Source: an optimization exercise on an open RTL-to-GDS flow (aim: small area). Production flows keep margins and buffers that such runs may drop.
The RTL was checked by simulation tests, not by an equivalence proof against the original design.
Power figures rest on the tool's default switching activity, not on a simulated workload.

==> inputs of v37 <==
## fifo
module fifo (clk,rst,wr,rd,wrptr,rdptr,din,dout,housefull,nostock);
==> module fifo, before the edit <==
module fifo (clk,rst,wr,rd,wrptr,rdptr,din,dout,housefull,nostock);
input clk,rst,wr,rd;
input [7:0] din;
output [7:0] dout;
output housefull;
output nostock;
output [3:0] wrptr;
output [3:0] rdptr;
wire [3:0] wrptrplus1;
wire [3:0] rdptrplus1;
reg [7:0] dout;
parameter EMP=0,PAR=1,FUL=2;
reg [1:0] state;
reg [3:0] wrptr,rdptr;
wire housefull,nostock;
integer i;
reg [7:0] Box[1:10];
always @ (posedge clk or posedge rst)
begin
     if (rst)
	     for (i=1;i<=10;i=i+1) 
		   Box[i] <=0;
     else 
	 case (state)
	 EMP,PAR: Box[wrptr]<=wr ? din: Box[wrptr];
	 endcase
end
always @ (posedge clk or posedge rst)
begin
   if (rst) dout<=0;
   else 
   case (state)
   PAR,FUL: dout<=rd ? Box[rdptr] : dout;
   endcase
end
always @ (posedge clk or posedge rst)
begin
     if (rst) state<=EMP;
	 else
	 case (state)
	 EMP: state <= wr? PAR: EMP;
	 PAR: if (wr && wrptrplus1==rdptr) state<=FUL;
	      else if (rd && (rdptrplus1==wrptr))
		     state<=EMP;
		  else state<=PAR;
	FUL: state <= rd ? PAR : FUL;
	endcase
end
assign housefull= (state==FUL);
assign nostock = (state==EMP);
always @ (posedge clk or posedge rst)
begin
if (rst) rdptr <=1;
else
    case (state)
	EMP: rdptr <= rdptr;
	PAR,FUL: rdptr<=rd ? rdptrplus1 : rdptr;
	endcase
end
assign wrptrplus1 = (wrptr==10) ? 1: wrptr+1;
assign rdptrplus1 =  (rdptr==10) ? 1: rdptr+1;
always @ (posedge clk or posedge rst)
begin
    if (rst) wrptr <=1;
	else 
	     case (state)
		 EMP,PAR: wrptr <= wr? wrptrplus1 : wrptr;
		 FUL: wrptr<=wrptr;
		 endcase
	end
endmodule
Settings: LEC_CHECK=0, CAP_MARGIN=20, CORE_MARGIN=2, CORE_UTILIZATION=40, SLEW_MARGIN=20; clock period 5.0 ns.
run.sh (not shown) runs the stock make flow with config.mk's settings and CLKGATE_MAP_FILE= SYNTH_SCRIPT=/design/flow/synth_recipe.tcl, a recipe that flattens the netlist after the stock synthesis.
==> inputs of v13, as changes to v37 <==
==> flow/design.v (replaced) <==
module fifo (clk,rst,wr,rd,wrptr,rdptr,din,dout,housefull,nostock);
input clk,rst,wr,rd;
input [7:0] din;
output [7:0] dout;
output housefull;
output nostock;
output [3:0] wrptr;
output [3:0] rdptr;
reg [7:0] dout;
reg housefull, nostock;
reg [3:0] wrptr, rdptr;
reg [7:0] Box [1:10];
wire we = wr & ~housefull;
wire re = rd & ~nostock;
function [3:0] succ;
  input [3:0] p;
  begin
    succ[0] = ~p[0];
    succ[1] = (p[1] ^ p[0]) & ~(p[3] & p[1]);
    succ[2] = p[2] ^ (p[1] & p[0]);
    succ[3] = (p[2] & p[1] & p[0]) | (p[3] & ~p[1]);
  end
endfunction
function [10:1] dec;
  input [3:0] p;
  begin
    dec[1]  = ~p[3] & ~p[2] & ~p[1] &  p[0];
    dec[2]  = ~p[3] & ~p[2] &  p[1] & ~p[0];
    dec[3]  = ~p[2] &  p[1] &  p[0];
    dec[4]  =  p[2] & ~p[1] & ~p[0];
    dec[5]  =  p[2] & ~p[1] &  p[0];
    dec[6]  =  p[2] &  p[1] & ~p[0];
    dec[7]  =  p[2] &  p[1] &  p[0];
    dec[8]  =  p[3] & ~p[1] & ~p[0];
    dec[9]  =  p[3] &  p[0];
    dec[10] =  p[3] &  p[1];
  end
endfunction
wire [3:0] wrnext = succ(wrptr);
wire [3:0] rdnext = succ(rdptr);
wire [10:1] wsel = dec(wrptr);
wire [10:1] rsel = dec(rdptr);
integer k;
reg [7:0] rdata;
always @* begin
  rdata = 8'd0;
  for (k = 1; k <= 10; k = k + 1)
    rdata = rdata | ({8{rsel[k]}} & Box[k]);
end
always @(posedge clk) begin
  for (k = 1; k <= 10; k = k + 1)
    if (we & wsel[k]) Box[k] <= din;
end
always @(posedge clk or posedge rst)
  if (rst) dout <= 8'd0;
  else if (re) dout <= rdata;
always @(posedge clk or posedge rst)
  if (rst) wrptr <= 4'd1;
  else if (we) wrptr <= wrnext;
always @(posedge clk or posedge rst)
  if (rst) rdptr <= 4'd1;
  else if (re) rdptr <= rdnext;
always @(posedge clk or posedge rst)
  if (rst) begin
    nostock <= 1'b1;
    housefull <= 1'b0;
  end else if (nostock) begin
    if (wr) nostock <= 1'b0;
  end else if (housefull) begin
    if (rd) housefull <= 1'b0;
  end else begin
    if (wr && wrnext == rdptr) housefull <= 1'b1;
    else if (rd && rdnext == wrptr) nostock <= 1'b1;
  end
endmodule
==> notes <==
In v13 the clock skew is lower than in v37, by 0.58 ps.
Of v37 and v13, v13 has the higher hold slack (gap 28 ps).
Clock power: v13 is smaller than v37 (about 24%).
In v13 the register-to-register slack is better than in v37, by 850 ps.
Between v37 and v13, the lower flip-flop and latch count is in v13 (gap 8).
Power: v37 is higher than v13 (89%).
Against v37, the combinational power of v13 is smaller by about 65%.
v37 produced a clean layout. v13 went through all stages and came out clean.
Between v13 and v37, the lower global-route usage is in v13 (gap 8.4 points).
==> figures <==
Result of the run: v13 no timing/DRC/antenna violations; v37 no timing/DRC/antenna violations
Nonclk buf count: v13 33; v37 43
WL/cell: v13 21.7 um; v37 24.6 um
Post-synthesis simple-gate area fraction: v13 7.75%; v37 17.7%
Number of iterations in the first detailed-routing pass: v13 5; v37 9
Capturing element type of the critical path: v13 output port; v37 flop
Fraction of area in registers: v13 61.8%; v37 39.7%
Multi-input gate area in the final layout: v13 1060 um^2; v37 3130 um^2
Flip-flop count of the largest register, all copies and words added: v13 80; v37 88
Max incr delay on CP: v13 1050 ps; v37 950 ps
Final weighted congestion of routability-driven global placement: v13 0.819; v37 0.932
Area of the placeable core: v13 9770 um^2; v37 15100 um^2
Via count of the first global-routing pass: v13 2438; v37 5441
Hold Path Origin: v13 dout[4]; v37 dout[7]
Reported clock group power: v13 509 uW; v37 667 uW
Amount of wire on met3 after detailed routing: v13 552 um; v37 1.97 mm
Comb power: v13 949 uW; v37 2710 uW
Net count after synthesis: v13 286; v37 694

[static timing again, ports no longer ideal]
Ports are ideal in the flow. The routed layouts listed here were re-timed in OpenROAD.
Step 1, drivers: a clkbuf_16 drives clk and a buf_2 each remaining input, both assumed.
Step 2 also shifts input and output timing later by t, the mid clock arrival at the registers, as if the neighbouring blocks saw the same clock.
Three values: no drivers, after step 1, after step 2; two values: the first two.
run	t, ns	setup WS [ns]	hold WS [ns]
v37	0.400	1.805 / 1.805 / 1.653	0.487 / 0.487 / 0.487
v13	0.393	1.899 / 1.867 / 1.772	0.515 / 0.515 / 0.515
After both steps setup and hold are still met in every run listed. For v37, which loses most, drivers alone change the setup slack by 0.000 ns; drivers and shift together by -0.152 ns.
